Background: an optimization exercise with open tools, aiming at small area. Do not read the settings as production practice.
Power is estimated from default activity; no workload was simulated.

Setup of main:
Design XFabric, start of the top module:
module XFabric (
    input logic clk
  , input logic rstn
  , input  logic           CPUm_req_vld
  , input  logic           CPUm_req_wr
  , input  logic [23:0] CPUm_req_adr
  , input  logic [3:0] CPUm_req_strb
  , input  logic [31:0] CPUm_req_dat
  , output logic           CPUm_req_gnt
  , output logic           CPUm_rsp_vld
  , output logic [31:0] CPUm_rsp_dat
  , input  logic           CPUm_rsp_gnt
  , input  logic           SCRm_req_vld
  , input  logic           SCRm_req_wr
  , input  logic [23:0] SCRm_req_adr
  , input  logic [3:0] SCRm_req_strb
  , input  logic [31:0] SCRm_req_dat
  , output logic           SCRm_req_gnt
  , output logic           SCRm_rsp_vld
  , output logic [31:0] SCRm_rsp_dat
  , input  logic           SCRm_rsp_gnt
  , input  logic           BRUm_req_vld
  , input  logic           BRUm_req_wr
  , input  logic [23:0] BRUm_req_adr
  , input  logic [1:0] BRUm_req_strb
  , input  logic [15:0] BRUm_req_dat
  , output logic           BRUm_req_gnt
  , output logic           BRUm_rsp_vld
  , output logic [15:0] BRUm_rsp_dat
  , input  logic           BRUm_rsp_gnt
  , output logic           CPUs_req_vld
  , output logic           CPUs_req_wr
  , output logic [15:0] CPUs_req_adr
  , output logic [1:0] CPUs_req_strb
  , output logic [15:0] CPUs_req_dat
  , input  logic      CPUs_req_gnt
  , input  logic      CPUs_rsp_vld
  , input  logic [15:0] CPUs_rsp_dat
  , output logic           CPUs_rsp_gnt
  , output logic           SCRs_req_vld
  , output logic           SCRs_req_wr
  , output logic [15:0] SCRs_req_adr
  , output logic [1:0] SCRs_req_strb
  , output logic [15:0] SCRs_req_dat
  , input  logic      SCRs_req_gnt
  , input  logic      SCRs_rsp_vld
  , input  logic [15:0] SCRs_rsp_dat
  , output logic           SCRs_rsp_gnt
  , output logic           KBDs_req_vld
  , output logic           KBDs_req_wr
  , output logic [15:0] KBDs_req_adr
  , output logic [0:0] KBDs_req_strb
  , output logic [7:0] KBDs_req_dat
  , input  logic      KBDs_req_gnt
  , input  logic      KBDs_rsp_vld
  , input  logic [7:0] KBDs_rsp_dat
  , output logic           KBDs_rsp_gnt
  , output logic           RAMs_req_vld
  , output logic           RAMs_req_wr
  , output logic [20:0] RAMs_req_adr
  , output logic [3:0] RAMs_req_strb
  , output logic [31:0] RAMs_req_dat
  , input  logic      RAMs_req_gnt
  , input  logic      RAMs_rsp_vld
  , input  logic [31:0] RAMs_rsp_dat
  , output logic           RAMs_rsp_gnt
  , output logic           ROMs_req_vld
  , output logic           ROMs_req_wr
  , output logic [14:0] ROMs_req_adr
  , output logic [1:0] ROMs_req_strb
  , output logic [15:0] ROMs_req_dat
  , input  logic      ROMs_req_gnt
  , input  logic      ROMs_rsp_vld
  , input  logic [15:0] ROMs_rsp_dat
  , output logic           ROMs_rsp_gnt
);
Size in the first run: about 2,200 cells after synthesis, roughly 560 I/O pins, roughly 35,000 um2 of cells after synthesis.
export LEC_CHECK = 0
export CAP_MARGIN = 20
export CORE_MARGIN = 2
export CORE_UTILIZATION = 40
export SLEW_MARGIN = 20
create_clock -name core_clock -period 6.0 [get_ports {clk}]
standard.sh (not shown) runs the stock make flow with config.mk's settings and CLKGATE_MAP_FILE= SYNTH_SCRIPT=/design/flow/synth_recipe.tcl, a recipe that flattens the netlist after the stock synthesis.
==> flow/flow/run.sh <==
#!/bin/bash
# Own layout flow: the standard ORFS flow, with two changes in how the layout is made:
#  - port buffers use the smallest buffer cell (sky130_fd_sc_hd__buf_1) instead of the
#    tool's default pick; every input and output port still gets its own buffer;
#  - clock tree synthesis does not add dummy loads.
# Each tool's full output goes to the ORFS logs under orfs/logs and to flow_make.log here.
set -euo pipefail
export BUFFER_PORTS_ARGS="-buffer_cell sky130_fd_sc_hd__buf_1"
export CTS_ARGS="-sink_clustering_enable -repair_clock_nets -dont_use_dummy_load"
bash standard.sh > flow_make.log 2>&1
main | stages: all done | timing, DRC, antenna: all pass
For the feature branch, these inputs were changed with respect to main:
==> flow/run.sh (new file) <==
#!/bin/bash
# synth_recipe.tcl (not shown) runs the flow's synth.tcl, then flattens the netlist and writes it again
# the make line also repeats each setting of config.mk as NAME=value (left out here)
make -C /OpenROAD-flow-scripts/flow DESIGN_CONFIG=/design/flow/config.mk WORK_HOME=/design/flow/orfs CLKGATE_MAP_FILE= SYNTH_SCRIPT=/design/flow/synth_recipe.tcl finish
-- flow/config.mk --
<<< main, line 8
export CAP_MARGIN = 20
export CORE_MARGIN = 2
export CORE_UTILIZATION = 40
export SLEW_MARGIN = 20
>>> the feature branch, line 8
export CAP_MARGIN = 20
export CORE_MARGIN = 2
export CORE_UTILIZATION = 70
export PLACE_DENSITY = 0.8
export SLEW_MARGIN = 20
removed: flow/flow/run.sh
removed: flow/standard.sh
## What came out
Between main and the feature branch, the met3 usage in global routing is lower for main. Per the comparison of the feature branch with main, power share of the combinational group now larger, synthesis-to-finish area growth now larger. Number of inserted diodes (lower): main. main and the feature branch ended up with nearly the same clock-pin slew on the worst setup and hold paths.
No functional check of the RTL was part of any run of this note.

afterwards: timing with drivers on the ports:
The flow's constraints put no driver on any port. The routed layouts listed below were extracted and timed again, unchanged, in two steps.
Step 1 assumes that a clkbuf_16 drives the clock port and a buf_2 every other input.
Step 2 moves the port delays by t, midway between the first and last clock arrival at a register: inputs arrive t later, outputs are due t later. That takes back most of the time a late clock gives input paths.
a / b / c = no drivers / after step 1 / after step 2; a / b = the first two.
run	shift t [ns]	slack for setup (ns)	hold slack, ns	clock arrival spread, ns	slew at the worst register clock pin (ns)
main	0.670	1.668 / 1.608 / 2.278	0.474 / 0.474 / 0.474	0.077 / 0.077	0.06 / 0.06
the feature branch	0.679	1.395 / 1.335 / 2.014	0.483 / 0.483 / 0.483	0.027 / 0.027	0.07 / 0.07
After both steps every run listed still meets setup and hold.
